This is an optimization exercise on Yosys and OpenROAD, whose aim is small area, a short achievable clock period and few clock cycles, not a production implementation.
No functional check of the RTL was part of any run shown here.
Power figures rest on the tool's default switching activity, not on a simulated workload.

$ cat config.mk
export PLATFORM = sky130hd
export DESIGN_NAME = alu
export DESIGN_NICKNAME = alu
export VERILOG_FILES = /design/flow/design.v
export SDC_FILE = /design/flow/constraint.sdc
export NUM_CORES = 4
export LEC_CHECK = 0
export ABC_AREA = 1
export CAP_MARGIN = 20
export CORE_MARGIN = 2
export CORE_UTILIZATION = 40
export SETUP_SLACK_MARGIN = 3.5
export SLEW_MARGIN = 20
$ cat constraint.sdc
create_clock -name core_clock -period 9.0 [get_ports {i_clk}]
set_input_delay 1.8000 -clock core_clock [delete_from_list [all_inputs] [get_ports {i_clk}]]
set_output_delay 1.8000 -clock core_clock [all_outputs]
set_load 0.01 [all_outputs]
$ cat design.v
module alu #(
    parameter INT_W  = 4,
    parameter FRAC_W = 6,
    parameter INST_W = 4,
    parameter DATA_W = INT_W + FRAC_W
)(
    input                     i_clk,
    input                     i_rst_n,
    input                     i_valid,
    input signed [DATA_W-1:0] i_data_a,
    input signed [DATA_W-1:0] i_data_b,
    input        [INST_W-1:0] i_inst,
    output                    o_valid,
    output       [DATA_W-1:0] o_data
);
wire signed [9:0] a = i_data_a;
wire signed [9:0] b = i_data_b;
wire s_mul  = (i_inst[3:1] == 3'b001);
wire s_add  = (i_inst[3:1] == 3'b000);
wire is_sub = (i_inst == 4'd1);
wire is_mac = (i_inst == 4'd3);
wire s_tanh = (i_inst == 4'd4);
wire s_cpop = (i_inst == 4'd8);
wire t_r1 = (a <= -10'sd96);
wire t_r2 = !t_r1 && (a <= -10'sd32);
wire t_r5 = (a > 10'sd96);
wire t_r4 = !t_r5 && (a > 10'sd32);
wire t_r3 = !(t_r1 || t_r2 || t_r4 || t_r5);
wire [9:0] tanh_x = t_r1 ? -10'sd64 : t_r2 ? -10'sd16 : t_r4 ? 10'sd16 : t_r5 ? 10'sd64 : 10'sd0;
reg [3:0] clz, ctz;
integer k;
always @(*) begin
    clz = 4'd10;
    for (k = 0; k < 10; k = k + 1) if (a[k]) clz = 9 - k;
    ctz = 4'd10;
    for (k = 9; k >= 0; k = k - 1) if (a[k]) ctz = k;
end
wire [1:0] cp0 = a[0] + a[1] + a[2];
wire [1:0] cp1 = a[3] + a[4] + a[5];
wire [1:0] cp2 = a[6] + a[7] + a[8];
wire [9:0] rol_1 = b[0] ? {a[8:0], a[9]} : a;
wire [9:0] rol_2 = b[1] ? {rol_1[7:0], rol_1[9:8]} : rol_1;
wire [9:0] rol_4 = b[2] ? {rol_2[5:0], rol_2[9:6]} : rol_2;
wire [9:0] rol   = b[3] ? {rol_4[1:0], rol_4[9:2]} : rol_4;
reg [9:0] x;
always @(*) begin
    case (i_inst)
        4'd0:    x = b;
        4'd1:    x = ~b;
        4'd4:    x = tanh_x;
        4'd5:    x = a | ~b;
        4'd6:    x = {6'd0, clz};
        4'd7:    x = {6'd0, ctz};
        4'd8:    x = {8'd0, cp2};
        4'd9:    x = rol;
        default: x = 10'd0;
    endcase
end
wire ts1 = ~(a[0] & b[9]) ^ (a[1] & b[8]);
wire tc2 = ~(a[0] & b[9]) & (a[1] & b[8]);
wire ts3 = 1'b1 ^ ~(a[1] & b[9]) ^ (a[2] & b[8]);
wire tc4 = (1'b1 & ~(a[1] & b[9])) | (1'b1 & (a[2] & b[8])) | (~(a[1] & b[9]) & (a[2] & b[8]));
wire ts5 = 1'b1 ^ (a[0] & b[5]);
wire tc6 = 1'b1 & (a[0] & b[5]);
wire ts7 = (a[0] & b[6]) ^ (a[1] & b[5]) ^ (a[2] & b[4]);
wire tc8 = ((a[0] & b[6]) & (a[1] & b[5])) | ((a[0] & b[6]) & (a[2] & b[4])) | ((a[1] & b[5]) & (a[2] & b[4]));
wire ts9 = (a[0] & b[7]) ^ (a[1] & b[6]) ^ (a[2] & b[5]);
wire tc10 = ((a[0] & b[7]) & (a[1] & b[6])) | ((a[0] & b[7]) & (a[2] & b[5])) | ((a[1] & b[6]) & (a[2] & b[5]));
wire ts11 = (a[3] & b[4]) ^ (a[4] & b[3]);
wire tc12 = (a[3] & b[4]) & (a[4] & b[3]);
wire ts13 = (a[0] & b[8]) ^ (a[1] & b[7]) ^ (a[2] & b[6]);
wire tc14 = ((a[0] & b[8]) & (a[1] & b[7])) | ((a[0] & b[8]) & (a[2] & b[6])) | ((a[1] & b[7]) & (a[2] & b[6]));
wire ts15 = (a[3] & b[5]) ^ (a[4] & b[4]) ^ (a[5] & b[3]);
wire tc16 = ((a[3] & b[5]) & (a[4] & b[4])) | ((a[3] & b[5]) & (a[5] & b[3])) | ((a[4] & b[4]) & (a[5] & b[3]));
wire ts17 = (a[6] & b[2]) ^ (a[7] & b[1]);
wire tc18 = (a[6] & b[2]) & (a[7] & b[1]);
wire ts19 = (a[2] & b[7]) ^ (a[3] & b[6]) ^ (a[4] & b[5]);
wire tc20 = ((a[2] & b[7]) & (a[3] & b[6])) | ((a[2] & b[7]) & (a[4] & b[5])) | ((a[3] & b[6]) & (a[4] & b[5]));
wire ts21 = (a[5] & b[4]) ^ (a[6] & b[3]) ^ (a[7] & b[2]);
wire tc22 = ((a[5] & b[4]) & (a[6] & b[3])) | ((a[5] & b[4]) & (a[7] & b[2])) | ((a[6] & b[3]) & (a[7] & b[2]));
wire ts23 = (a[8] & b[1]) ^ ~(a[9] & b[0]) ^ ts1;
wire tc24 = ((a[8] & b[1]) & ~(a[9] & b[0])) | ((a[8] & b[1]) & ts1) | (~(a[9] & b[0]) & ts1);
wire ts25 = (a[3] & b[7]) ^ (a[4] & b[6]) ^ (a[5] & b[5]);
wire tc26 = ((a[3] & b[7]) & (a[4] & b[6])) | ((a[3] & b[7]) & (a[5] & b[5])) | ((a[4] & b[6]) & (a[5] & b[5]));
wire ts27 = (a[6] & b[4]) ^ (a[7] & b[3]) ^ (a[8] & b[2]);
wire tc28 = ((a[6] & b[4]) & (a[7] & b[3])) | ((a[6] & b[4]) & (a[8] & b[2])) | ((a[7] & b[3]) & (a[8] & b[2]));
wire ts29 = ~(a[9] & b[1]) ^ tc2 ^ ts3;
wire tc30 = (~(a[9] & b[1]) & tc2) | (~(a[9] & b[1]) & ts3) | (tc2 & ts3);
wire ts31 = ~(a[2] & b[9]) ^ (a[3] & b[8]) ^ (a[4] & b[7]);
wire tc32 = (~(a[2] & b[9]) & (a[3] & b[8])) | (~(a[2] & b[9]) & (a[4] & b[7])) | ((a[3] & b[8]) & (a[4] & b[7]));
wire ts33 = (a[5] & b[6]) ^ (a[6] & b[5]) ^ (a[7] & b[4]);
wire tc34 = ((a[5] & b[6]) & (a[6] & b[5])) | ((a[5] & b[6]) & (a[7] & b[4])) | ((a[6] & b[5]) & (a[7] & b[4]));
wire ts35 = (a[8] & b[3]) ^ ~(a[9] & b[2]) ^ tc4;
wire tc36 = ((a[8] & b[3]) & ~(a[9] & b[2])) | ((a[8] & b[3]) & tc4) | (~(a[9] & b[2]) & tc4);
wire ts37 = ~(a[3] & b[9]) ^ (a[4] & b[8]) ^ (a[5] & b[7]);
wire tc38 = (~(a[3] & b[9]) & (a[4] & b[8])) | (~(a[3] & b[9]) & (a[5] & b[7])) | ((a[4] & b[8]) & (a[5] & b[7]));
wire ts39 = (a[6] & b[6]) ^ (a[7] & b[5]) ^ (a[8] & b[4]);
wire tc40 = ((a[6] & b[6]) & (a[7] & b[5])) | ((a[6] & b[6]) & (a[8] & b[4])) | ((a[7] & b[5]) & (a[8] & b[4]));
wire ts41 = ~(a[4] & b[9]) ^ (a[5] & b[8]) ^ (a[6] & b[7]);
wire tc42 = (~(a[4] & b[9]) & (a[5] & b[8])) | (~(a[4] & b[9]) & (a[6] & b[7])) | ((a[5] & b[8]) & (a[6] & b[7]));
wire ts43 = (a[0] & b[4]) ^ (a[1] & b[3]);
wire tc44 = (a[0] & b[4]) & (a[1] & b[3]);
wire ts45 = (a[1] & b[4]) ^ (a[2] & b[3]) ^ (a[3] & b[2]);
wire tc46 = ((a[1] & b[4]) & (a[2] & b[3])) | ((a[1] & b[4]) & (a[3] & b[2])) | ((a[2] & b[3]) & (a[3] & b[2]));
wire ts47 = (a[4] & b[1]) ^ (a[5] & b[0]);
wire tc48 = (a[4] & b[1]) & (a[5] & b[0]);
wire ts49 = (a[3] & b[3]) ^ (a[4] & b[2]) ^ (a[5] & b[1]);
wire tc50 = ((a[3] & b[3]) & (a[4] & b[2])) | ((a[3] & b[3]) & (a[5] & b[1])) | ((a[4] & b[2]) & (a[5] & b[1]));
wire ts51 = (a[6] & b[0]) ^ tc6 ^ ts7;
wire tc52 = ((a[6] & b[0]) & tc6) | ((a[6] & b[0]) & ts7) | (tc6 & ts7);
wire ts53 = (a[5] & b[2]) ^ (a[6] & b[1]) ^ (a[7] & b[0]);
wire tc54 = ((a[5] & b[2]) & (a[6] & b[1])) | ((a[5] & b[2]) & (a[7] & b[0])) | ((a[6] & b[1]) & (a[7] & b[0]));
wire ts55 = ts11 ^ tc8 ^ ts9;
wire tc56 = (ts11 & tc8) | (ts11 & ts9) | (tc8 & ts9);
wire ts57 = (a[8] & b[0]) ^ tc12 ^ ts17;
wire tc58 = ((a[8] & b[0]) & tc12) | ((a[8] & b[0]) & ts17) | (tc12 & ts17);
wire ts59 = tc10 ^ ts13 ^ ts15;
wire tc60 = (tc10 & ts13) | (tc10 & ts15) | (ts13 & ts15);
wire ts61 = tc18 ^ tc14 ^ tc16;
wire tc62 = (tc18 & tc14) | (tc18 & tc16) | (tc14 & tc16);
wire ts63 = ts19 ^ ts21 ^ ts23;
wire tc64 = (ts19 & ts21) | (ts19 & ts23) | (ts21 & ts23);
wire ts65 = tc20 ^ tc22 ^ ts25;
wire tc66 = (tc20 & tc22) | (tc20 & ts25) | (tc22 & ts25);
wire ts67 = ts27 ^ tc24 ^ ts29;
wire tc68 = (ts27 & tc24) | (ts27 & ts29) | (tc24 & ts29);
wire ts69 = tc26 ^ tc28 ^ ts31;
wire tc70 = (tc26 & tc28) | (tc26 & ts31) | (tc28 & ts31);
wire ts71 = ts33 ^ tc30 ^ ts35;
wire tc72 = (ts33 & tc30) | (ts33 & ts35) | (tc30 & ts35);
wire ts73 = ~(a[9] & b[3]) ^ tc32 ^ tc34;
wire tc74 = (~(a[9] & b[3]) & tc32) | (~(a[9] & b[3]) & tc34) | (tc32 & tc34);
wire ts75 = ts37 ^ ts39 ^ tc36;
wire tc76 = (ts37 & ts39) | (ts37 & tc36) | (ts39 & tc36);
wire ts77 = (a[7] & b[6]) ^ (a[8] & b[5]) ^ ~(a[9] & b[4]);
wire tc78 = ((a[7] & b[6]) & (a[8] & b[5])) | ((a[7] & b[6]) & ~(a[9] & b[4])) | ((a[8] & b[5]) & ~(a[9] & b[4]));
wire ts79 = tc38 ^ tc40 ^ ts41;
wire tc80 = (tc38 & tc40) | (tc38 & ts41) | (tc40 & ts41);
wire ts81 = ~(a[5] & b[9]) ^ (a[6] & b[8]) ^ (a[7] & b[7]);
wire tc82 = (~(a[5] & b[9]) & (a[6] & b[8])) | (~(a[5] & b[9]) & (a[7] & b[7])) | ((a[6] & b[8]) & (a[7] & b[7]));
wire ts83 = (a[8] & b[6]) ^ ~(a[9] & b[5]) ^ tc42;
wire tc84 = ((a[8] & b[6]) & ~(a[9] & b[5])) | ((a[8] & b[6]) & tc42) | (~(a[9] & b[5]) & tc42);
wire ts85 = ~(a[6] & b[9]) ^ (a[7] & b[8]) ^ (a[8] & b[7]);
wire tc86 = (~(a[6] & b[9]) & (a[7] & b[8])) | (~(a[6] & b[9]) & (a[8] & b[7])) | ((a[7] & b[8]) & (a[8] & b[7]));
wire ts87 = (a[0] & b[3]) ^ (a[1] & b[2]);
wire tc88 = (a[0] & b[3]) & (a[1] & b[2]);
wire ts89 = (a[2] & b[2]) ^ (a[3] & b[1]) ^ (a[4] & b[0]);
wire tc90 = ((a[2] & b[2]) & (a[3] & b[1])) | ((a[2] & b[2]) & (a[4] & b[0])) | ((a[3] & b[1]) & (a[4] & b[0]));
wire ts91 = tc44 ^ ts5 ^ ts47;
wire tc92 = (tc44 & ts5) | (tc44 & ts47) | (ts5 & ts47);
wire ts93 = tc48 ^ tc46 ^ ts49;
wire tc94 = (tc48 & tc46) | (tc48 & ts49) | (tc46 & ts49);
wire ts95 = tc50 ^ ts53 ^ tc52;
wire tc96 = (tc50 & ts53) | (tc50 & tc52) | (ts53 & tc52);
wire ts97 = tc54 ^ ts57 ^ tc56;
wire tc98 = (tc54 & ts57) | (tc54 & tc56) | (ts57 & tc56);
wire ts99 = tc58 ^ tc60 ^ ts61;
wire tc100 = (tc58 & tc60) | (tc58 & ts61) | (tc60 & ts61);
wire ts101 = tc62 ^ ts65 ^ tc64;
wire tc102 = (tc62 & ts65) | (tc62 & tc64) | (ts65 & tc64);
wire ts103 = tc66 ^ ts69 ^ ts71;
wire tc104 = (tc66 & ts69) | (tc66 & ts71) | (ts69 & ts71);
wire ts105 = tc70 ^ ts73 ^ tc72;
wire tc106 = (tc70 & ts73) | (tc70 & tc72) | (ts73 & tc72);
wire ts107 = ts77 ^ tc74 ^ ts79;
wire tc108 = (ts77 & tc74) | (ts77 & ts79) | (tc74 & ts79);
wire ts109 = tc78 ^ ts81 ^ tc80;
wire tc110 = (tc78 & ts81) | (tc78 & tc80) | (ts81 & tc80);
wire ts111 = ~(a[9] & b[6]) ^ tc82 ^ ts85;
wire tc112 = (~(a[9] & b[6]) & tc82) | (~(a[9] & b[6]) & ts85) | (tc82 & ts85);
wire ts113 = ~(a[7] & b[9]) ^ (a[8] & b[8]) ^ ~(a[9] & b[7]);
wire tc114 = (~(a[7] & b[9]) & (a[8] & b[8])) | (~(a[7] & b[9]) & ~(a[9] & b[7])) | ((a[8] & b[8]) & ~(a[9] & b[7]));
wire ts115 = (a[0] & b[2]) ^ (a[1] & b[1]);
wire tc116 = (a[0] & b[2]) & (a[1] & b[1]);
wire ts117 = (a[2] & b[1]) ^ (a[3] & b[0]) ^ ts87;
wire tc118 = ((a[2] & b[1]) & (a[3] & b[0])) | ((a[2] & b[1]) & ts87) | ((a[3] & b[0]) & ts87);
wire ts119 = tc88 ^ ts43 ^ ts89;
wire tc120 = (tc88 & ts43) | (tc88 & ts89) | (ts43 & ts89);
wire ts121 = tc90 ^ ts45 ^ ts91;
wire tc122 = (tc90 & ts45) | (tc90 & ts91) | (ts45 & ts91);
wire ts123 = tc92 ^ ts51 ^ ts93;
wire tc124 = (tc92 & ts51) | (tc92 & ts93) | (ts51 & ts93);
wire ts125 = tc94 ^ ts55 ^ ts95;
wire tc126 = (tc94 & ts55) | (tc94 & ts95) | (ts55 & ts95);
wire ts127 = ts59 ^ tc96 ^ ts97;
wire tc128 = (ts59 & tc96) | (ts59 & ts97) | (tc96 & ts97);
wire ts129 = ts63 ^ tc98 ^ ts99;
wire tc130 = (ts63 & tc98) | (ts63 & ts99) | (tc98 & ts99);
wire ts131 = tc100 ^ ts67 ^ ts101;
wire tc132 = (tc100 & ts67) | (tc100 & ts101) | (ts67 & ts101);
wire ts133 = tc68 ^ tc102 ^ ts103;
wire tc134 = (tc68 & tc102) | (tc68 & ts103) | (tc102 & ts103);
wire ts135 = ts75 ^ ts105 ^ tc104;
wire tc136 = (ts75 & ts105) | (ts75 & tc104) | (ts105 & tc104);
wire ts137 = tc76 ^ ts107 ^ tc106;
wire tc138 = (tc76 & ts107) | (tc76 & tc106) | (ts107 & tc106);
wire ts139 = ts83 ^ ts109 ^ tc108;
wire tc140 = (ts83 & ts109) | (ts83 & tc108) | (ts109 & tc108);
wire ts141 = tc84 ^ ts111 ^ tc110;
wire tc142 = (tc84 & ts111) | (tc84 & tc110) | (ts111 & tc110);
wire ts143 = tc86 ^ ts113 ^ tc112;
wire tc144 = (tc86 & ts113) | (tc86 & tc112) | (ts113 & tc112);
wire ts145 = ~(a[8] & b[9]) ^ ~(a[9] & b[8]) ^ tc114;
wire tc146 = (~(a[8] & b[9]) & ~(a[9] & b[8])) | (~(a[8] & b[9]) & tc114) | (~(a[9] & b[8]) & tc114);
wire [19:0] row0 = {1'b1, (a[9] & b[9]), tc144, tc142, tc140, tc138, tc136, tc134, tc132, tc130, tc128, tc126, tc124, tc122, tc120, tc118, tc116, (a[2] & b[0]), (a[0] & b[1]), (a[0] & b[0])};
wire [19:0] row1 = {1'b0, tc146, ts145, ts143, ts141, ts139, ts137, ts135, ts133, ts131, ts129, ts127, ts125, ts123, ts121, ts119, ts117, ts115, (a[1] & b[0]), 1'b0};
wire [6:0] lo = row0[5:0] + row1[5:0];
wire s_a  = s_add | (s_tanh & t_r3);
wire s_ah = s_tanh & (t_r2 | t_r4);
wire [13:0] a_ext  = {{4{a[9]}}, a};
wire [13:0] ah_ext = {{5{a[9]}}, a[9:1]};
wire [13:0] p = ({14{s_mul}} & row0[19:6]) | ({14{s_a}} & a_ext) | ({14{s_ah}} & ah_ext)
              | ({14{s_cpop}} & {12'd0, cp0});
wire [13:0] q = ({14{s_mul}} & row1[19:6]) | ({14{s_cpop}} & {12'd0, cp1});
wire        c = s_mul ? lo[6] : (is_sub | (s_ah & a[0]) | (s_cpop & a[9]));
reg        o_valid_r;
reg  [9:0] x_r;
reg [13:0] p_r, q_r;
reg        c_r;
always @(posedge i_clk or negedge i_rst_n) begin
    if (!i_rst_n) begin
        o_valid_r <= 1'b0;
        x_r       <= 10'd0;
    end else begin
        o_valid_r <= i_valid;
        if (i_valid && !is_mac) x_r <= x;
        else if (o_valid_r)     x_r <= o_data;
    end
end
always @(posedge i_clk) begin
    p_r <= p;
    q_r <= q;
    c_r <= c;
end
wire [13:0] xrow = {{4{x_r[9]}}, x_r};
wire [13:0] xs = p_r ^ q_r ^ xrow;
wire [13:0] xc = (p_r & q_r) | (p_r & xrow) | (q_r & xrow);
wire [14:0] sum = {xs, 1'b1} + {xc[12:0], 1'b0, c_r};
wire [13:0] S = sum[14:1];
wire        ovf = ~(&S[13:9] | ~|S[13:9]);
assign o_valid = o_valid_r;
assign o_data  = ovf ? {S[13], {9{~S[13]}}} : S[9:0];
endmodule
$ cat flow/run.sh
#!/bin/bash
# The standard layout, except that the input and output ports are buffered
# with buf_2 cells (buffer_ports otherwise picks a slow delay buffer).
set -euo pipefail
bash standard.sh "BUFFER_PORTS_ARGS=-buffer_cell sky130_fd_sc_hd__buf_2" finish > standard_flow.log 2>&1
$ cat standard.sh
#!/bin/bash
# synth_recipe.tcl (not shown) runs the flow's synth.tcl, then flattens the netlist and writes it again
# the make line also repeats each setting of config.mk as NAME=value (left out here)
make -C /OpenROAD-flow-scripts/flow DESIGN_CONFIG=/design/flow/config.mk WORK_HOME=/design/flow/orfs CLKGATE_MAP_FILE= SYNTH_SCRIPT=/design/flow/synth_recipe.tcl "${@:-finish}"
==> impl_metrics.json, run 1 <==
{
  "cp_slowest_cell": "fa_1",
  "hold_viol_final": 0,
  "async_reset_ff_share_pct": 28.2,
  "holdBufCountCts": 0,
  "nNetsFinal": 1026,
  "die_x_um": 128,
  "grtUsageTotal_pct": 22.3,
  "maxSlewViolCount": 0,
  "power_leakage_nw": 3.58,
  "antenna_found_initial": 1,
  "cp_common_cell": "nand2_1",
  "grt_max_degree": 23,
  "crit_path_max_incr_delay_ps": 520,
  "ctsResizeCount": 0,
  "clock_sinks": 39,
  "netlist_area_um2": 6170,
  "clk_pin_slew_ps": 60,
  "fmax_mhz": 212,
  "cp_top_family": "simple AND/OR/NAND/NOR gates",
  "cts-root-buf": "clkbuf_16",
  "layout_common_cells": "nand2_1 (243), inv_1 (167), fa_1 (80), nand3_1 (70), nor2_1 (49)",
  "drt_pass1_iterations": 7,
  "grt_pass1_wl_um": 28700,
  "areaGrowthSynthToFinish_pct": 6.86,
  "syn_area_per_cell_um2": 6.98,
  "dp_slack_ps": 4380,
  "cts_buffer_depth": 2,
  "drt_iter0_markers": 363,
  "overflow": 0,
  "synth-simple-area-share_pct": 30.6,
  "layout_min_cycle_time_ps": 4730,
  "required_ps": 7200,
  "grt_pass1_vias": 5518,
  "coreArea_um2": 15100,
  "row_count": 45,
  "end_kind": "output port",
  "status": "no timing/DRC/antenna violations",
  "rsz0062_at_grt": "false",
  "die_area_um2": 16400,
  "fin_area_um2": 6590,
  "tns_ps": 0,
  "cts_buffers": 5,
  "cap_violations": 0,
  "power.density_nw_per_um2": 206,
  "via_per_inst": 5.10,
  "setup_viol": 0,
  "die_height_um": 128,
  "synthAdderAreaFrac_pct": 31.0,
  "io_buffers": 37,
  "synth-edff-count": 0,
  "start_kind": "flip-flop",
  "drive_gt1_share_pct": 12.6,
  "clock_skew_ps": 13.5,
  "tightestPinTransition_ps": 737,
  "wl_per_cell_um": 16.0,
  "ant_nets": 0,
  "cp_num_buf_inv": 2,
  "synth_mux_area_share_pct": 0.162,
  "syn_inst": 884,
  "synthFlopType": "dfxtp_1",
  "cts_tree": "done",
  "ios": 38,
  "vias": 5525,
  "irDropWorstVdd_mv": 0.132,
  "placed_area_um2": 6440,
  "clk_latency_ps": 290,
  "fin_ws_ps": 4270,
  "synth-seq-area-share_pct": 13.6,
  "gp_congestion": 0.978,
  "synth_cell_types": 47,
  "synth-seq-cells": 39,
  "cts_max_level": 2,
  "arrival_ps": 2930,
  "hold_class": "flip-flop to flip-flop",
  "synth-compound-area-share_pct": 10.0,
  "synth-xor-area-share_pct": 1.42,
  "syn-num-nets": 1016,
  "fin_crit_sh_pct": 52.5,
  "post-cts-setup-buffers": 0,
  "synth_warnings": 1,
  "synth_top_family_by_area": "adder cells",
  "n_antenna_cell": 0,
  "floorplan.initialDensity_pct": 40.7,
  "slew_headroom_pct": 50.9,
  "drc": 0,
  "final_common_cell": "nand2_1",
  "routed_wl_um": 17300,
  "critPathMaxFanout": 9,
  "crit_type": "flip-flop to output port",
  "worstPathCellList": "fa_1 > ha_1 > nand2_1 > inv_1 > nand2_1 > nor2_1 > nand2_2 > nand3_1 > nand2_1 > nand2_1 > nand4_1 > nand2_2 > nand2_2 > buf_2",
  "dp.final_hpwl_um": 13800
}
==> per-layer routing <==
layer	global-route usage, %	wire length [um]
met5	0	8
met4	7.30	435
met3	3.05	1150
met2	35.6	7570
met1	31.4	8140
==> cells by family after synthesis <==
kind of cell             Yosys count
AO/OA/AOI/OAI                     93
XOR/XNOR                          10
adder cells (fa/ha/maj)          105
buffers and inverters            210
flip-flops                        39
multiplexers                       1
AND/OR/NAND/NOR                  426
==> tightest hold or removal path: stages, from the launching register on <==
cell	delay, ps
dfrtp_1	370
nor2_1	60
a21oi_2	90
==> synthesized netlist by cell type (all sizes together) (2+ instances only) <==
| cell | count | share of area, % |
|---|---|---|
| dfxtp | 28 | 9.1 |
| o211ai | 16 | 1.9 |
| nor2 | 57 | 4.0 |
| nand3b | 2 | 0.24 |
| a21oi | 39 | 4.0 |
| nand2 | 280 | 19 |
| ha | 25 | 5.1 |
| fa | 80 | 26 |
| nand3 | 72 | 6.0 |
| a31oi | 2 | 0.20 |
| and3 | 2 | 0.20 |
| clkbuf | 22 | 1.3 |
| nor3 | 6 | 0.57 |
| o22ai | 2 | 0.43 |
| o221ai | 4 | 0.57 |
| buf | 13 | 1.1 |
| inv | 174 | 11 |
| o21ai | 22 | 1.8 |
| o2111ai | 3 | 0.43 |
| dfrtp | 11 | 4.5 |
| nand4 | 6 | 0.61 |
| xor2 | 4 | 0.57 |
| xnor2 | 6 | 0.85 |
==> flip-flops by register name, indices dropped and copies added, names as in the netlist <==
name and count:
c_r 1, p_r 14, x_r 10, o_valid_r 1, q_r 13
==> final cells by class <==
| class | instances | area [um^2] |
|---|---|---|
| Clock buffer | 7 | 143 |
| Clock inverter | 1 | 5.00 |
| Fill cell | 1598 | 8560 |
| Inverter | 175 | 659 |
| Multi-Input combinational cell | 635 | 4520 |
| Sequential cell | 39 | 836 |
| Tap cell | 188 | 235 |
| Timing Repair Buffer | 38 | 193 |
==> worst paths after layout <==
| kind | startpoint | endpoint | slack [ps] | depth (start not counted) |
|---|---|---|---|---|
| setup / recovery | x_r[9] | o_data[5] | 4270 | 14 |
| setup reg to reg | x_r[9] | x_r[6] | 6260 | 15 |
| hold / removal | x_r[3] | x_r[3] | 560 | 2 |
| max in group asynchronous | i_rst_n | x_r[8] | 7400 | 1 |
| min in group asynchronous | i_rst_n | x_r[5] | 1370 | 1 |
| hold reg to reg | x_r[3] | x_r[3] | 560 | 2 |
==> where the power goes <==
part	total (mW)	switching, mW	internal, mW
Combinational	0.938	0.581	0.356
Sequential	0.241	0.0308	0.210
Clock	0.178	0.0685	0.110
==> metrics by stage <==
stage                     util [%]  hold slack, ps  cells  power, mW
after floorplan                  -             532    884      0.952
after global placement        42.5             547   1075       1.18
after detailed placement      42.5             551   1075       1.19
after CTS                     43.5             564   1083       1.37
after global routing          43.5             594   1083       1.50
final                         43.5             561   1083       1.36
==> inputs of run 2 (changes only) <==
--- a/config.mk
+++ b/config.mk
@@ -6,5 +6,4 @@
 export NUM_CORES = 4
 export LEC_CHECK = 0
-export ABC_AREA = 1
 export CAP_MARGIN = 20
 export CORE_MARGIN = 2
==> run 2 against run 1 <==
  * Still clean on timing, DRC and antenna
  * Synthesized cell count down 23%
  * Fmax down 12%
  * Sequential power down 8%
==> impl_metrics.json, run 2 <==
{
  "synth_most_common_cell": "nand2_1",
  "dp.final_hpwl_um": 12500,
  "synth-seq-cells": 39,
  "tightestPinTransition_ps": 829,
  "largest_reg_flops": 14,
  "power.density_nw_per_um2": 171,
  "nNetsFinal": 816,
  "maxSlewViolCount": 0,
  "overflow": 0,
  "floorplan.initialDensity_pct": 40.8,
  "routed_wl_um": 16700,
  "syn_area_per_cell_um2": 8.66,
  "netlist_top_cells_area": "fa_1 (27%), dfxtp_1 (9.5%), and2_1 (6.0%), nand2_1 (5.9%), mux4_2 (5.7%)",
  "largest-register": "p_r",
  "required_ps": 7200,
  "ios": 38,
  "hold_viol_final": 0,
  "gp_congestion": 0.938,
  "start_kind": "flip-flop",
  "cts_tree": "done",
  "cts_buffer_depth": 2,
  "clock_skew_ps": 8.50,
  "cts_max_level": 2,
  "drt_pass1_iterations": 5,
  "antenna_found_initial": 0,
  "async_reset_ff_share_pct": 28.2,
  "power_leakage_nw": 2.88,
  "irDropWorstVdd_mv": 0.0725,
  "crit_path_max_incr_delay_ps": 550,
  "layout_common_cells": "nand2_1 (93), fa_1 (80), inv_1 (73), and2_1 (57), nor2_1 (50)",
  "critPathMaxFanout": 5,
  "grtUsageTotal_pct": 21.5,
  "syn-num-nets": 815,
  "netlist.area_leader.share_pct": 27.1,
  "grt_pass1_vias": 5182,
  "synth-edff-count": 0,
  "worstPathCellList": "fa_1 > ha_2 > and2_4 > a221oi_4 > a21oi_4 > o21a_1 > or3_4 > a2111oi_2 > o22a_2 > buf_2",
  "drive_gt1_share_pct": 14.2,
  "crit_type": "flip-flop to output port",
  "synthFlopType": "dfxtp_1",
  "die_height_um": 126,
  "die_area_um2": 15800,
  "drc": 0,
  "slew_headroom_pct": 44.5,
  "ant_nets": 0,
  "clock_sinks": 39,
  "syn_inst": 683,
  "dr_wl_met2_um": 7840,
  "io_buffers": 37,
  "final_common_cell": "nand2_1",
  "synth_cell_types": 65,
  "fin_crit_sh_pct": 59.5,
  "n_antenna_cell": 0,
  "cp_slowest_cell": "fa_1",
  "netlist_area_um2": 5910,
  "total_power_mw": 1.10,
  "grt_max_degree": 27,
  "reg_top3": "p_r: 14 flops, q_r: 13 flops, x_r: 10 flops",
  "via_per_inst": 5.76,
  "grt_pass1_wl_um": 27400,
  "synth-seq-area-share_pct": 14.1,
  "layout_min_cycle_time_ps": 5360,
  "arrival_ps": 3560,
  "maxUsedRoutingLayer": "met4",
  "tns_ps": 0,
  "end_kind": "output port",
  "route.met3.wl_um": 1100,
  "n_fill_cell": 1438,
  "fmax_mhz": 187,
  "synth_warnings": 1,
  "clk_pin_slew_ps": 60,
  "coreArea_um2": 14500,
  "drt_iter0_markers": 389,
  "die_x_um": 126,
  "cts_buffers": 5,
  "hold_class": "flip-flop to flip-flop",
  "row_count": 44,
  "wl_met1_um": 7440,
  "wl_per_cell_um": 19.2,
  "rsz0062_at_grt": "true",
  "cap_violations": 0,
  "areaGrowthSynthToFinish_pct": 8.86,
  "clk_latency_ps": 290,
  "vias": 5004,
  "netlist_top_cells_count": "nand2_1 (93), fa_1 (80), inv_1 (73)",
  "synth_area_leader_cell": "fa_1",
  "cts-root-buf": "clkbuf_16",
  "setup_viol": 0,
  "status": "no timing/DRC/antenna violations"
}
[run 2: changes by cell type in the layout (fill, tap and decap cells not counted), sizes merged, moves of 11 or more]
cell / previous run / this run
and2: 0 / 58
nand2: 280 / 93
nand3: 72 / 6
inv: 174 / 73
o211ai: 16 / 5
mux4: 0 / 15
[run 2: layout make-up]
class | instances | area (um^2) | area share, %
clock inverters | 1 | 7.51 | 0.117
inverters | 73 | 274 | 4.26
repair buffers | 44 | 238 | 3.69
multi-input cells | 521 | 4700 | 73.0
flip-flops and latches | 39 | 837 | 13.0
well taps | 184 | 230 | 3.58
clock buffers | 7 | 153 | 2.37
[run 2: what timing repair did]
item	in CTS	in global routing
setup endpoints to repair	9	9
gates resized for setup	3	18
hold buffers	0	0
pin swaps	0	4
buffers inserted	0	7
[run 2: final timing paths]
kind	start	endpoint	slack (ps)	depth (start not counted)
worst min-delay path	x_r[0]	x_r[0]	550	2
worst max-delay path	x_r[4]	o_data[6]	3640	10
worst min register to register	x_r[0]	x_r[0]	550	2
worst max register to register	x_r[4]	x_r[1]	5370	12
min in group asynchronous	i_rst_n	o_valid_r	1380	1
max in group asynchronous	i_rst_n	x_r[9]	7360	1
[run 2: where the power goes]
group | total (mW) | internal, mW | switching [mW] | leakage (nW)
Combinational | 0.694 | 0.288 | 0.406 | 2.43
Clock | 0.185 | 0.118 | 0.0669 | 0.0761
Sequential | 0.222 | 0.201 | 0.0219 | 0.372
[run 2: kinds of logic after synthesis]
family	after synthesis	share of synthesized area (%)
AND/OR/NAND/NOR	243	19.6
AO/OA/AOI/OAI	138	16.8
buffers and inverters	123	8.14
adder cells (fa/ha/maj)	105	32.4
flip-flops	39	14.1
multiplexers	23	7.17
XOR/XNOR	12	1.78
[run 2: metal layers]
| metal | track usage [%] | vias up |
|---|---|---|
| met5 | 0 | - |
| met4 | 6.86 | 0 |
| met3 | 2.48 | 31 |
| met2 | 35.3 | 207 |
| met1 | 29.9 | 2473 |
| li1 | - | 2293 |
[run 2: critical path, delay by kind of cell, from the launching register on]
family	cells	cell delay, ps
compound gates	5	1290
simple gates	2	590
flops	1	400
fa+ha+maj	2	860
buf+inv	1	130
[run 2: through the flow]
stage / hold slack (ps) / cells / setup slack, ps / cell area (um^2) / utilization [%]
3_5_place_dp: 537 / 854 / 3600 / 6120 / 42.3
4_1_cts: 550 / 862 / 3510 / 6300 / 43.5
3_3_place_gp: 551 / 854 / 3780 / 6120 / 42.3
5_1_grt: 588 / 869 / 3480 / 6440 / 44.5
2_1_floorplan: 502 / 683 / 4070 / 5910 / -
6_report: 546 / 869 / 3640 / 6440 / 44.5
==> inputs of run 3 (changes only) <==
--- a/config.mk
+++ b/config.mk
@@ -6,7 +6,8 @@
 export NUM_CORES = 4
 export LEC_CHECK = 0
+export ABC_AREA = 1
 export CAP_MARGIN = 20
 export CORE_MARGIN = 2
 export CORE_UTILIZATION = 40
-export SETUP_SLACK_MARGIN = 3.5
+export SETUP_SLACK_MARGIN = 4.5
 export SLEW_MARGIN = 20
==> run 3 against run 2 <==
  * Fmax increased by 18%
  * Clock skew decreased by 4.1 ps
  * Clock power decreased by 7%
  * Setup slack improved by 800 ps
  * Synthesized area increased by 4.3%
  * Sequential share of layout area decreased by 1.4 points
  * Die area increased by 4.1%
  * First-iteration DRC count increased by 15%
  * Hold slack improved by 1.2 ps
  * Combinational power increased by 100%
  * Critical endpoint unchanged
  * Largest power group unchanged
==> impl_metrics.json, run 3 <==
{
  "netlist_area_um2": 6170,
  "cts_buffers": 5,
  "grt_pass1_wl_um": 29800,
  "critPathMaxFanout": 4,
  "rr_endpoint": "x_r[6]",
  "total_power_mw": 1.82,
  "irDropWorstVdd_mv": 0.168,
  "gp_congestion": 0.964,
  "largest_reg_flops": 14,
  "power.density_nw_per_um2": 253,
  "setup_viol": 0,
  "async_reset_ff_share_pct": 28.2,
  "drc": 0,
  "syn_area_per_cell_um2": 6.98,
  "dp.final_hpwl_um": 13900,
  "syn_inst": 884,
  "drive_gt1_share_pct": 21.6,
  "layout_min_cycle_time_ps": 4550,
  "r2r-start": "x_r[4]",
  "largest-register": "p_r",
  "cts-root-buf": "clkbuf_16",
  "arrival_ps": 2750,
  "crit_path_start": "x_r[4]",
  "cts_buffer_depth": 2,
  "fin_ws_ps": 4450,
  "rsz0062_at_grt": "true",
  "ff2ff_setup_slack_ps": 6260,
  "synthFlopType": "dfxtp_1",
  "die_height_um": 128,
  "drt_pass1_iterations": 5,
  "cts_tree": "done",
  "dp.cells": 1075,
  "synth-edff-count": 0,
  "clk_latency_ps": 280,
  "grt_pass1_vias": 5638,
  "routed_wl_um": 18200,
  "nNetsFinal": 1049,
  "via_per_inst": 5.13,
  "required_ps": 7200,
  "start_kind": "flip-flop",
  "clock_sinks": 39,
  "dp_slack_ps": 4350,
  "crit_type": "flip-flop to output port",
  "end_kind": "output port",
  "synth_cell_types": 47,
  "wl_per_cell_um": 16.5,
  "rr_worst_depth": 14,
  "netlist.area_leader.share_pct": 26.0,
  "coreArea_um2": 15100,
  "slew_headroom_pct": 49.3,
  "ant_nets": 0,
  "vias": 5675,
  "hold_class": "flip-flop to flip-flop",
  "tightestPinTransition_ps": 760,
  "netlist_top_cells_count": "nand2_1 (243), inv_1 (167), fa_1 (80)",
  "die_x_um": 128,
  "fin_crit_sh_pct": 50.6,
  "cap_violations": 0,
  "fmax_mhz": 220,
  "crit_end": "o_data[6]",
  "syn-num-nets": 1016,
  "reg_top3": "p_r: 14 flops, q_r: 13 flops, x_r: 10 flops",
  "finish.utilization_pct": 47.5,
  "synth-seq-cells": 39,
  "ios": 38,
  "final_common_cell": "nand2_1",
  "synth_warnings": 1,
  "grt_max_degree": 23,
  "antenna_found_initial": 1,
  "areaGrowthSynthToFinish_pct": 16.7,
  "status": "no timing/DRC/antenna violations",
  "netlist_top_cells_area": "fa_1 (26%), nand2_1 (15%), inv_1 (10%), dfxtp_1 (9.1%), nand3_1 (5.7%)",
  "row_count": 45,
  "die_area_um2": 16400,
  "holdBufCountCts": 0,
  "synth_most_common_cell": "nand2_1",
  "cts_max_level": 2,
  "instances_no_fill": 1106,
  "clk_pin_slew_ps": 60,
  "floorplan.initialDensity_pct": 40.7,
  "layout_common_cells": "nand2_1 (219), inv_1 (162), fa_1 (78), nand3_1 (65), nand2_2 (47)",
  "maxSlewViolCount": 0,
  "overflow": 0,
  "power_leakage_nw": 3.76,
  "drt_iter0_markers": 448,
  "synth-seq-area-share_pct": 13.6,
  "hold_viol_final": 0,
  "io_buffers": 37,
  "tns_ps": 0,
  "n_antenna_cell": 0,
  "synth_area_leader_cell": "fa_1",
  "grtUsageTotal_pct": 23.2,
  "clock_skew_ps": 4.36
}
## run 3: changes by cell type after synthesis, sizes merged, moves of 7 or more
cell | previous run | this run
mux4 | 15 | 0
nand3 | 6 | 72
clkbuf | 38 | 22
inv | 73 | 174
o31ai | 10 | 1
a31oi | 10 | 2
a22o | 10 | 1
nand2 | 93 | 280
and2 | 58 | 0
o211ai | 5 | 16
a21oi | 32 | 39
## run 3: worst min-delay path by stage
stage / start / end / slack (ps) / cells after the start
final: x_r[2] / x_r[2] / 550 / 2
after global routing: x_r[5] / x_r[5] / 580 / 2
after CTS: x_r[5] / x_r[5] / 550 / 2
after detailed placement: x_r[1] / x_r[1] / 550 / 2
after global placement: x_r[4] / x_r[4] / 540 / 2
after floorplan: x_r[1] / x_r[1] / 530 / 2
## run 3: cell type report
cell class	count	area, um^2
Fill cell	1529	7950
Multi-Input combinational cell	637	4900
Sequential cell	39	837
Inverter	175	662
Timing Repair Buffer	59	418
Tap cell	188	235
Clock buffer	6	129
Clock inverter	2	12.5
## run 3: worst max-delay path, stage by stage, from the launching register on
cell	delay, ps
dfrtp_1	400
fa_1	520
ha_4	320
nand2_2	70
nor2_2	180
nand3_2	100
nand3_1	90
nand2_1	60
nand2_2	70
nand4_1	220
nand2_2	220
nand2_2	80
buf_6	120
## run 3: stage by stage
stage,instance area [um^2],hold WS [ps]
2_1_floorplan,6170,532
4_1_cts,7100,547
6_report,7200,547
3_5_place_dp,6440,553
5_1_grt,7200,583
3_3_place_gp,6440,543
## run 3: cells by family after synthesis
group                    share of synthesized area [%]
adder cells (fa/ha/maj)                           31.0
buffers and inverters                             13.2
flip-flops                                        13.6
AND/OR/NAND/NOR                                   30.6
XOR/XNOR                                          1.42
multiplexers                                     0.162
AO/OA/AOI/OAI                                     10.0
## run 3: where the power goes
part / switching (mW) / leakage, nW / internal [mW]
sequential: 0.0286 / 0.357 / 0.210
clock: 0.0694 / 0.0669 / 0.102
combinational: 0.770 / 3.34 / 0.642
## run 3: what timing repair did
item                       in CTS  in global routing
gates resized for setup        70                 23
setup endpoints to repair       9                 10
gates cloned                    2                  0
buffers inserted               17                  4
pin swaps                      40                 25
## run 3: layer usage
metal	share of wire (%)	up-vias	wire (um)	global-route usage (%)
met1	45	2664	8240	32.3
met2	46	199	8400	38.5
met3	6.9	27	1260	3.09
met5	0.055	-	10	0
met4	1.7	2	310	5.37
li1	-	2783	-	-
==> inputs of run 4 (changes only) <==
--- a/config.mk
+++ b/config.mk
@@ -10,4 +10,4 @@
 export CORE_MARGIN = 2
 export CORE_UTILIZATION = 40
-export SETUP_SLACK_MARGIN = 4.5
+export SETUP_SLACK_MARGIN = 4.0
 export SLEW_MARGIN = 20
==> run 4 against run 3 <==
  * Critical endpoint is now o_data[5]
  * First-iteration DRC count fell by 19%
  * Die area did not move
  * Critical path depth is 2 higher
  * Register-to-register slack barely moved
  * Sequential power about the same
  * Clock-buffer cell count is 1 higher
  * Fmax fell by 3.7%
  * Total power decreased by 26%
  * Clock skew grew 9.1 ps
  * Hold slack improved by 14 ps
  * Setup slack got worse by 170 ps
  * Utilization is 4.0 points lower
==> impl_metrics.json, run 4 <==
{
  "critPathMaxFanout": 9,
  "async_reset_ff_share_pct": 28.2,
  "reg_top3": "p_r: 14 flops, q_r: 13 flops, x_r: 10 flops",
  "synth_warnings": 1,
  "worstPathCellList": "fa_1 > ha_1 > nand2_1 > inv_1 > nand2_1 > nor2_1 > nand2_2 > nand3_1 > nand2_1 > nand2_1 > nand4_1 > nand2_2 > nand2_2 > buf_2",
  "drc": 0,
  "via_per_inst": 5.10,
  "dr_wl_met2_um": 7570,
  "synth-edff-count": 0,
  "wl_per_cell_um": 16.0,
  "drt_iter0_markers": 363,
  "cp_top_family": "simple AND/OR/NAND/NOR gates",
  "antenna_found_initial": 1,
  "n_fill_cell": 1598,
  "synth_cell_types": 47,
  "grtUsageTotal_pct": 22.3,
  "netlist.area_leader.share_pct": 26.0,
  "largest_reg_flops": 14,
  "coreArea_um2": 15100,
  "rr_endpoint": "x_r[6]",
  "cts_max_level": 2,
  "clk_pin_slew_ps": 60,
  "cts_tree": "done",
  "r2r-start": "x_r[9]",
  "netlist_area_um2": 6170,
  "clk_latency_ps": 290,
  "slew_headroom_pct": 50.9,
  "crit_type": "flip-flop to output port",
  "synth-seq-area-share_pct": 13.6,
  "floorplan.initialDensity_pct": 40.7,
  "overflow": 0,
  "cts_buffers": 5,
  "fin_crit_sh_pct": 52.5,
  "largest-register": "p_r",
  "die_area_um2": 16400,
  "irDropWorstVdd_mv": 0.132,
  "synth-seq-cells": 39,
  "netlist_top_cells_area": "fa_1 (26%), nand2_1 (15%), inv_1 (10%), dfxtp_1 (9.1%), nand3_1 (5.7%)",
  "row_count": 45,
  "crit_path_max_incr_delay_ps": 520,
  "post-cts-setup-buffers": 0,
  "wl_met1_um": 8140,
  "hold_class": "flip-flop to flip-flop",
  "areaGrowthSynthToFinish_pct": 6.86,
  "holdPathStages": 2,
  "holdPathEnd": "x_r[3]",
  "cp_common_cell": "nand2_1",
  "clock_skew_ps": 13.5,
  "cts_buffer_depth": 2,
  "syn_area_per_cell_um2": 6.98,
  "syn_inst": 884,
  "hold_viol_final": 0,
  "power_leakage_nw": 3.58,
  "netlist_top_cells_count": "nand2_1 (243), inv_1 (167), fa_1 (80)",
  "total_power_mw": 1.36,
  "end_kind": "output port",
  "fin_area_um2": 6590,
  "cap_violations": 0,
  "ant_nets": 0,
  "multiInputGateArea_um2": 4520,
  "syn-num-nets": 1016,
  "rsz0062_at_grt": "false",
  "drive_gt1_share_pct": 12.6,
  "maxSlewViolCount": 0,
  "cp_num_buf_inv": 2,
  "routed_wl_um": 17300,
  "ctsResizeCount": 0,
  "cp_slowest_cell": "fa_1",
  "grt_pass1_wl_um": 28700,
  "n_antenna_cell": 0,
  "die_x_um": 128,
  "start_kind": "flip-flop",
  "grt_pass1_vias": 5518,
  "fmax_mhz": 212,
  "nNetsFinal": 1026,
  "setup_viol": 0,
  "synth_most_common_cell": "nand2_1",
  "power.density_nw_per_um2": 206,
  "tns_ps": 0,
  "grt_max_degree": 23,
  "ios": 38,
  "min_from": "x_r[3]",
  "cts-root-buf": "clkbuf_16",
  "holdBufCountCts": 0,
  "clock_sinks": 39,
  "ff2ff_setup_slack_ps": 6260,
  "gp_congestion": 0.978,
  "fin_hold_ws_ps": 561,
  "layout_min_cycle_time_ps": 4730,
  "die_height_um": 128,
  "rr_worst_depth": 15,
  "synth_area_leader_cell": "fa_1",
  "io_buffers": 37,
  "arrival_ps": 2930,
  "maxUsedRoutingLayer": "met5",
  "tightestPinTransition_ps": 737,
  "placed_area_um2": 6440,
  "final_common_cell": "nand2_1",
  "status": "no timing/DRC/antenna violations",
  "route.met3.wl_um": 1150,
  "layout_common_cells": "nand2_1 (243), inv_1 (167), fa_1 (80), nand3_1 (70), nor2_1 (49)",
  "required_ps": 7200,
  "vias": 5525,
  "area.sequential_um2": 836,
  "synthFlopType": "dfxtp_1",
  "drt_pass1_iterations": 7,
  "dp.final_hpwl_um": 13800
}
run 4: cell counts after synthesis:
Identical to the previous run, type by type.
run 4: stage by stage:
step / setup slack [ps] / util [%] / instances
floorplan: 4410 / - / 884
global placement: 4420 / 42.5 / 1075
detailed placement: 4380 / 42.5 / 1075
CTS: 4250 / 43.5 / 1083
global route: 4030 / 43.5 / 1083
finish: 4270 / 43.5 / 1083
run 4: worst max path at each step:
stage / from / slack, ps / cells past startpoint / endpoint
floorplan: i_data_a[0] / 4410 / 12 / q_r[4]
global placement: i_data_a[5] / 4420 / 13 / c_r
global route: x_r[9] / 4030 / 14 / o_data[2]
CTS: x_r[9] / 4250 / 14 / o_data[5]
finish: x_r[9] / 4270 / 14 / o_data[5]
detailed placement: i_data_a[5] / 4380 / 13 / c_r
run 4: routing by layer:
metal	vias up	GRT usage (%)
li1	2739	-
met1	2556	31.4
met2	192	35.6
met3	36	3.05
met4	2	7.30
met5	-	0
run 4: area by class of cell:
type                       count  share of cell area [%]
tap                          188                    3.57
sequential                    39                    12.7
multi-input combinational    635                    68.6
clock buffer                   7                    2.16
inverter                     175                    10.0
clock inverter                 1                  0.0760
timing repair buffer          38                    2.92
run 4: power by group:
| part | switching (mW) | leakage (nW) | internal, mW |
|---|---|---|---|
| registers | 0.0308 | 0.358 | 0.210 |
| logic | 0.581 | 3.15 | 0.356 |
| clock network | 0.0685 | 0.0739 | 0.110 |
| total | 0.681 | 3.58 | 0.676 |
run 4: cell families (layout without fill, tap and decap cells):
group | Yosys count | in the layout | share of synthesized area [%]
muxes | 1 | 1 | 0.162
xor gates and xnor gates | 10 | 10 | 1.42
adders and majority gates | 105 | 105 | 31.0
buffers and inverters | 210 | 221 | 13.2
and+or+nand+nor | 426 | 426 | 30.6
AOI/OAI and AO/OA | 93 | 93 | 10.0
DFF | 39 | 39 | 13.6
run 4: worst register-to-register path: stages, from the launching register on:
cell	delay [ps]
dfrtp_1	500
fa_1	520
ha_1	370
nand2_1	100
inv_1	80
nand2_1	70
nor2_1	130
nand2_2	70
nand3_1	60
nand2_1	50
nand2_1	100
nand4_1	110
nand2_2	240
nand2_2	110
nand2_2	80
a21oi_2	50
==> inputs of run 5 (changes only) <==
--- a/config.mk
+++ b/config.mk
@@ -10,4 +10,6 @@
 export CORE_MARGIN = 2
 export CORE_UTILIZATION = 40
-export SETUP_SLACK_MARGIN = 4.0
+export CTS_CLUSTER_DIAMETER = 300
+export CTS_CLUSTER_SIZE = 60
+export SETUP_SLACK_MARGIN = 3.5
 export SLEW_MARGIN = 20
==> run 5 against run 4 <==
  * Critical endpoint unchanged
  * Largest cell class unchanged
  * Die area unchanged
  * Flip-flop and latch count unchanged
  * Register-to-register slack is essentially flat
  * Clock power hardly changed
  * Utilization unchanged
==> impl_metrics.json, run 5 <==
{
  "drc": 0,
  "synth_area_leader_cell": "fa_1",
  "drt_pass1_iterations": 7,
  "hold_class": "flip-flop to flip-flop",
  "netlist.area_leader.share_pct": 26.0,
  "syn_area_per_cell_um2": 6.98,
  "antenna_found_initial": 1,
  "synth-seq-cells": 39,
  "setup_viol": 0,
  "hold_viol_final": 0,
  "finish.utilization_pct": 43.5,
  "holdBufCountCts": 0,
  "largest_reg_flops": 14,
  "clk_pin_slew_ps": 60,
  "dp.final_hpwl_um": 13800,
  "reg_top3": "p_r: 14 flops, q_r: 13 flops, x_r: 10 flops",
  "vias": 5525,
  "placed_area_um2": 6440,
  "cts_buffer_depth": 2,
  "min_from": "x_r[3]",
  "layout_common_cells": "nand2_1 (243), inv_1 (167), fa_1 (80), nand3_1 (70), nor2_1 (49)",
  "required_ps": 7200,
  "post-cts-setup-buffers": 0,
  "coreArea_um2": 15100,
  "clock_sinks": 39,
  "drt_iter0_markers": 363,
  "die_x_um": 128,
  "power_leakage_nw": 3.58,
  "power.density_nw_per_um2": 206,
  "instances_no_fill": 1083,
  "tns_ps": 0,
  "maxSlewViolCount": 0,
  "crit_type": "flip-flop to output port",
  "status": "no timing/DRC/antenna violations",
  "grtUsageMet2_pct": 35.6,
  "synth_warnings": 1,
  "layout_min_cycle_time_ps": 4730,
  "fin_hold_ws_ps": 561,
  "synthFlopType": "dfxtp_1",
  "floorplan.initialDensity_pct": 40.7,
  "fin_ws_ps": 4270,
  "n_antenna_cell": 0,
  "netlist_area_um2": 6170,
  "end_kind": "output port",
  "die_area_um2": 16400,
  "drive_gt1_share_pct": 12.6,
  "fin_crit_sh_pct": 52.5,
  "holdPathEnd": "x_r[3]",
  "cts_max_level": 2,
  "fmax_mhz": 212,
  "synth_most_common_cell": "nand2_1",
  "grt_pass1_wl_um": 28700,
  "r2r-start": "x_r[9]",
  "arrival_ps": 2930,
  "grt_max_degree": 23,
  "clk_latency_ps": 290,
  "critPathMaxFanout": 9,
  "die_height_um": 128,
  "cts_tree": "done",
  "slew_headroom_pct": 50.9,
  "rr_worst_depth": 15,
  "async_reset_ff_share_pct": 28.2,
  "dp_slack_ps": 4380,
  "met1_usage_pct": 31.4,
  "rsz0062_at_grt": "false",
  "grt_busiest_layer": "met2",
  "syn-num-nets": 1016,
  "cts-root-buf": "clkbuf_16",
  "routed_wl_um": 17300,
  "io_buffers": 37,
  "syn_inst": 884,
  "gp_congestion": 0.978,
  "clock_skew_ps": 13.5,
  "holdPathStages": 2,
  "total_power_mw": 1.36,
  "final_common_cell": "nand2_1",
  "cts_buffers": 5,
  "tightestPinTransition_ps": 737,
  "ant_nets": 0,
  "fin_area_um2": 6590,
  "nNetsFinal": 1026,
  "rr_endpoint": "x_r[6]",
  "ios": 38,
  "ff2ff_setup_slack_ps": 6260,
  "dp.cells": 1075,
  "netlist_top_cells_area": "fa_1 (26%), nand2_1 (15%), inv_1 (10%), dfxtp_1 (9.1%), nand3_1 (5.7%)",
  "row_count": 45,
  "grt_util_met3_pct": 3.05,
  "areaGrowthSynthToFinish_pct": 6.86,
  "overflow": 0,
  "netlist_top_cells_count": "nand2_1 (243), inv_1 (167), fa_1 (80)",
  "cap_violations": 0,
  "largest-register": "p_r",
  "ctsResizeCount": 0,
  "wl_per_cell_um": 16.0,
  "synth_cell_types": 47,
  "irDropWorstVdd_mv": 0.132,
  "synth-seq-area-share_pct": 13.6,
  "synth-edff-count": 0,
  "start_kind": "flip-flop",
  "via_per_inst": 5.10,
  "grtUsageTotal_pct": 22.3,
  "grt_pass1_vias": 5518
}
run 5: cell counts after synthesis:
Identical to the previous run, type by type.
run 5: where the power goes:
group / total (mW) / leakage (nW) / switching (mW) / internal (mW)
combinational: 0.938 / 3.15 / 0.581 / 0.356
sequential: 0.241 / 0.358 / 0.0308 / 0.210
clock: 0.178 / 0.0739 / 0.0685 / 0.110
run 5: cell families after synthesis:
kind of cell | after synthesis | synth area share [%]
flops | 39 | 13.6
compound gates | 93 | 10.0
simple gates | 426 | 30.6
mux | 1 | 0.162
xor+xnor | 10 | 1.42
buf+inv | 210 | 13.2
fa+ha+maj | 105 | 31.0
run 5: per-layer routing:
layer,share of wire (%),routed length (um)
met1,47,8140
met2,44,7570
met3,6.6,1150
met4,2.5,435
met5,0.046,8
run 5: cell type report:
| type | count | area, um^2 |
|---|---|---|
| well taps | 188 | 235 |
| inverters | 175 | 659 |
| clock inverters | 1 | 5.00 |
| multi-input cells | 635 | 4520 |
| fillers | 1598 | 8560 |
| clock buffers | 7 | 143 |
| repair buffers | 38 | 193 |
| flip-flops and latches | 39 | 836 |
run 5: worst max path at each step:
stage                            from         to  cells after the start
after floorplan           i_data_a[0]     q_r[4]                     12
after global placement    i_data_a[5]        c_r                     13
after detailed placement  i_data_a[5]        c_r                     13
after CTS                      x_r[9]  o_data[5]                     14
after global routing           x_r[9]  o_data[2]                     14
final                          x_r[9]  o_data[5]                     14
run 5: critical path, cell delays in order, from the launching register on:
cell     delay, ps
dfrtp_1        500
fa_1           520
ha_1           370
nand2_1        100
inv_1           80
nand2_1         70
nor2_1         120
nand2_2         70
nand3_1         60
nand2_1         50
nand2_1        100
nand4_1        110
nand2_2        240
nand2_2        120
buf_2          150
==> inputs of run 6 (changes only) <==
--- a/design.v
+++ b/design.v
@@ -233,11 +233,12 @@
     c_r <= c;
 end
-wire [13:0] xrow = {{4{x_r[9]}}, x_r};
+wire [13:0] xrow = {4'b0000, ~x_r[9], x_r[8:0]};
 wire [13:0] xs = p_r ^ q_r ^ xrow;
 wire [13:0] xc = (p_r & q_r) | (p_r & xrow) | (q_r & xrow);
 wire [14:0] sum = {xs, 1'b1} + {xc[12:0], 1'b0, c_r};
-wire [13:0] S = sum[14:1];
-wire        ovf = ~(&S[13:9] | ~|S[13:9]);
+wire [13:0] U = sum[14:1];
+wire        neg = U[13];                   
+wire        big = !U[13] && |U[12:10];      
 assign o_valid = o_valid_r;
-assign o_data  = ovf ? {S[13], {9{~S[13]}}} : S[9:0];
+assign o_data  = {neg | (!big & ~U[9]), {9{!neg}} & ({9{big}} | U[8:0])};
 endmodule
--- a/config.mk
+++ b/config.mk
@@ -10,6 +10,4 @@
 export CORE_MARGIN = 2
 export CORE_UTILIZATION = 40
-export CTS_CLUSTER_DIAMETER = 300
-export CTS_CLUSTER_SIZE = 60
 export SETUP_SLACK_MARGIN = 3.5
 export SLEW_MARGIN = 20
==> run 6 against run 5 <==
  * Utilization increased by 0.78 points
  * Non-clock buffer count decreased by 1
  * Sequential share of layout area increased by 0.20 points
  * Die area decreased by 1.9%
  * Combinational power decreased by 28%
  * First-iteration DRC count increased by 49%
  * Fmax decreased by 1.2%
  * Clock-buffer cell count decreased by 1
  * Wire length decreased by 2.7%
  * Clock power increased by 15%
  * Design area decreased by 1.6%
  * Via count increased by 0.13%
==> impl_metrics.json, run 6 <==
{
  "status": "no timing/DRC/antenna violations",
  "n_fill_cell": 1576,
  "vias": 5532,
  "drive_gt1_share_pct": 7.15,
  "cts_buffer_depth": 2,
  "netlist_area_um2": 6050,
  "crit_type": "flip-flop to output port",
  "final_common_cell": "nand2_1",
  "worstPathCellList": "fa_1 > inv_1 > ha_1 > nand2_1 > nor2_1 > nand3_1 > nand3_1 > nand2_1 > nand2_1 > inv_1 > nor2_4 > nand3b_1 > nand2_1 > inv_1 > buf_2",
  "syn_area_per_cell_um2": 6.73,
  "nNetsFinal": 1040,
  "setup_viol": 0,
  "drc": 0,
  "drt_iter0_markers": 540,
  "row_count": 44,
  "via_per_inst": 5.06,
  "async_reset_ff_share_pct": 28.2,
  "synth_warnings": 1,
  "switching_share_pct": 45.6,
  "fin_hold_ws_ps": 537,
  "cts_tree": "done",
  "synth_most_common_cell": "nand2_1",
  "hold_class": "flip-flop to flip-flop",
  "largest-register": "p_r",
  "start_kind": "flip-flop",
  "irDropWorstVdd_mv": 0.0793,
  "clock_skew_ps": 13.4,
  "syn_inst": 898,
  "coreArea_um2": 14600,
  "clkPwrFrac_pct": 18.3,
  "synth_cell_types": 41,
  "min_from": "x_r[0]",
  "synth_area_leader_cell": "fa_1",
  "critPathMaxFanout": 10,
  "r2r-start": "x_r[9]",
  "gp_congestion": 0.904,
  "die_area_um2": 16100,
  "drt_pass1_iterations": 5,
  "ios": 38,
  "routed_wl_um": 16800,
  "crit_path_start": "x_r[9]",
  "holdBufCountCts": 0,
  "crit_path_max_incr_delay_ps": 550,
  "syn-num-nets": 1030,
  "power_leakage_nw": 3.64,
  "grt_pass1_wl_um": 28300,
  "fin_ws_ps": 4220,
  "tightestPinTransition_ps": 871,
  "ctsResizeCount": 0,
  "n_antenna_cell": 0,
  "reg_top3": "p_r: 14 flops, q_r: 13 flops, x_r: 10 flops",
  "netlist_top_cells_count": "nand2_1 (249), inv_1 (187), nand3_1 (90)",
  "seqPwrFrac_pct": 20.5,
  "maxSlewViolCount": 0,
  "power.density_nw_per_um2": 171,
  "fin_crit_sh_pct": 53.1,
  "fmax_mhz": 209,
  "tns_ps": 0,
  "grt_max_degree": 27,
  "synthFlopType": "dfxtp_1",
  "cp_common_cell": "nand2_1",
  "ant_nets": 0,
  "areaGrowthSynthToFinish_pct": 7.26,
  "dp.cells": 1085,
  "wl_per_cell_um": 15.4,
  "layout_common_cells": "nand2_1 (249), inv_1 (187), nand3_1 (90), fa_1 (77), nor2_1 (56)",
  "end_kind": "output port",
  "arrival_ps": 2980,
  "antenna_found_initial": 0,
  "grtUsageTotal_pct": 22.0,
  "cts_buffers": 5,
  "synth-edff-count": 0,
  "overflow": 0,
  "io_buffers": 37,
  "grt_pass1_vias": 5525,
  "synth-seq-cells": 39,
  "p_int_mw": 0.604,
  "p_switching_mw": 0.507,
  "netlist_top_cells_area": "fa_1 (25%), nand2_1 (15%), inv_1 (12%), dfxtp_1 (9.3%), nand3_1 (7.5%)",
  "floorplan.initialDensity_pct": 41.3,
  "cts-root-buf": "clkbuf_16",
  "cts_max_level": 2,
  "die_x_um": 127,
  "clock_sinks": 39,
  "pwr-share-comb_pct": 61.2,
  "required_ps": 7200,
  "netlist.area_leader.share_pct": 25.5,
  "layout_min_cycle_time_ps": 4780,
  "cp_slowest_cell": "fa_1",
  "instances_no_fill": 1093,
  "area.sequential_um2": 836,
  "dp_slack_ps": 4040,
  "cap_violations": 0,
  "largest_reg_flops": 14,
  "slew_headroom_pct": 41.8,
  "multiInputGateArea_um2": 4320,
  "post-cts-setup-buffers": 0,
  "clk_latency_ps": 290,
  "dp.final_hpwl_um": 13400,
  "clk_pin_slew_ps": 60,
  "rsz0062_at_grt": "false",
  "die_height_um": 127,
  "synth-seq-area-share_pct": 13.8,
  "hold_viol_final": 0
}
run 6: changes by cell type in the layout (fill, tap and decap cells not counted), moves of 3 or more:
| cell | delta |
|---|---|
| ha_1 | +3 |
| a21oi_2 | -8 |
| o211ai_1 | -3 |
| inv_1 | +20 |
| nor2_1 | +7 |
| nand2_2 | -29 |
| nand3_1 | +20 |
| nor2_2 | -3 |
| nand3b_1 | +5 |
| nand2_1 | +6 |
| a21oi_1 | +8 |
| fa_1 | -3 |
run 6: path summary, 6_finish.rpt:
check | cells past startpoint | slack, ps | to
setup / recovery | 15 | 4220 | o_data[8]
hold / removal | 2 | 540 | x_r[0]
setup reg to reg | 15 | 6200 | x_r[9]
hold reg to reg | 2 | 540 | x_r[0]
max in group asynchronous | 1 | 7420 | x_r[6]
min in group asynchronous | 1 | 1370 | o_valid_r
run 6: logic make-up after synthesis:
family,share of synthesized area (%)
compound gates,8.84
xor+xnor,1.30
fa+ha+maj,31.3
buf+inv,14.7
flops,13.8
simple gates,30.1
run 6: power groups by stage:
stage                     clock [mW]  combinational (mW)  sequential [mW]
after floorplan                    0               0.500            0.223
after global placement             0               0.672            0.231
after detailed placement           0               0.680            0.231
after CTS                      0.208               0.683            0.228
after global routing           0.216               0.791            0.232
final                          0.204               0.680            0.228
run 6: area by class of cell:
| type | count | area share (%) |
|---|---|---|
| multi-input combinational | 629 | 66.7 |
| sequential | 39 | 12.9 |
| inverter | 196 | 11.3 |
| tap | 184 | 3.55 |
| timing repair buffer | 37 | 2.86 |
| clock buffer | 6 | 2.14 |
| clock inverter | 2 | 0.540 |
run 6: stage by stage:
stage	total power [mW]	area, um^2	util, %
floorplan	0.723	6050	-
global placement	0.904	6310	43.1
detailed placement	0.911	6310	43.1
CTS	1.12	6480	44.3
global route	1.24	6480	44.3
finish	1.11	6480	44.3
run 6: metal layers:
| layer | vias up | part of all wire (%) | track usage [%] | wire, um |
|---|---|---|---|---|
| li1 | 2775 | - | - | - |
| met1 | 2571 | 46 | 30.1 | 7740 |
| met2 | 169 | 47 | 36.7 | 7860 |
| met3 | 17 | 5.9 | 3.67 | 993 |
| met4 | 0 | 1.4 | 5.11 | 235 |
| met5 | - | 0 | 0 | 0 |
run 6: worst max-delay path: cells and delay by family, from the launching register on:
kind | cells | cell delay (ps)
buf+inv | 4 | 260
simple gates | 9 | 1110
fa+ha+maj | 2 | 900
flops | 1 | 430

-- afterwards: timing with drivers on the ports --
The flow's constraints put no driver on any port. The routed layouts listed below were extracted and timed again, unchanged, in two steps.
Step 1 assumes that a clkbuf_16 drives the clock port and a buf_2 every other input.
Step 2 also shifts input and output timing later by t, the mid clock arrival at the registers, as if the neighbouring blocks saw the same clock.
Three values: no drivers, after step 1, after step 2; two values: the first two.
run	shift t [ns]	slack for setup (ns)	clock arrival spread, ns
run 1	0.317	4.273 / 4.238 / 4.339	0.013 / 0.014
run 2	0.317	3.645 / 3.611 / 3.928	0.009 / 0.009
run 3	0.315	4.446 / 4.411 / 4.384	0.004 / 0.005
run 4	0.317	4.273 / 4.238 / 4.339	0.013 / 0.014
run 5	0.317	4.273 / 4.238 / 4.339	0.013 / 0.014
run 6	0.315	4.217 / 4.181 / 4.028	0.014 / 0.013
After both steps every run listed still meets setup and hold. For run 6, which loses most, drivers alone change the setup slack by -0.036 ns; drivers and shift together by -0.189 ns.
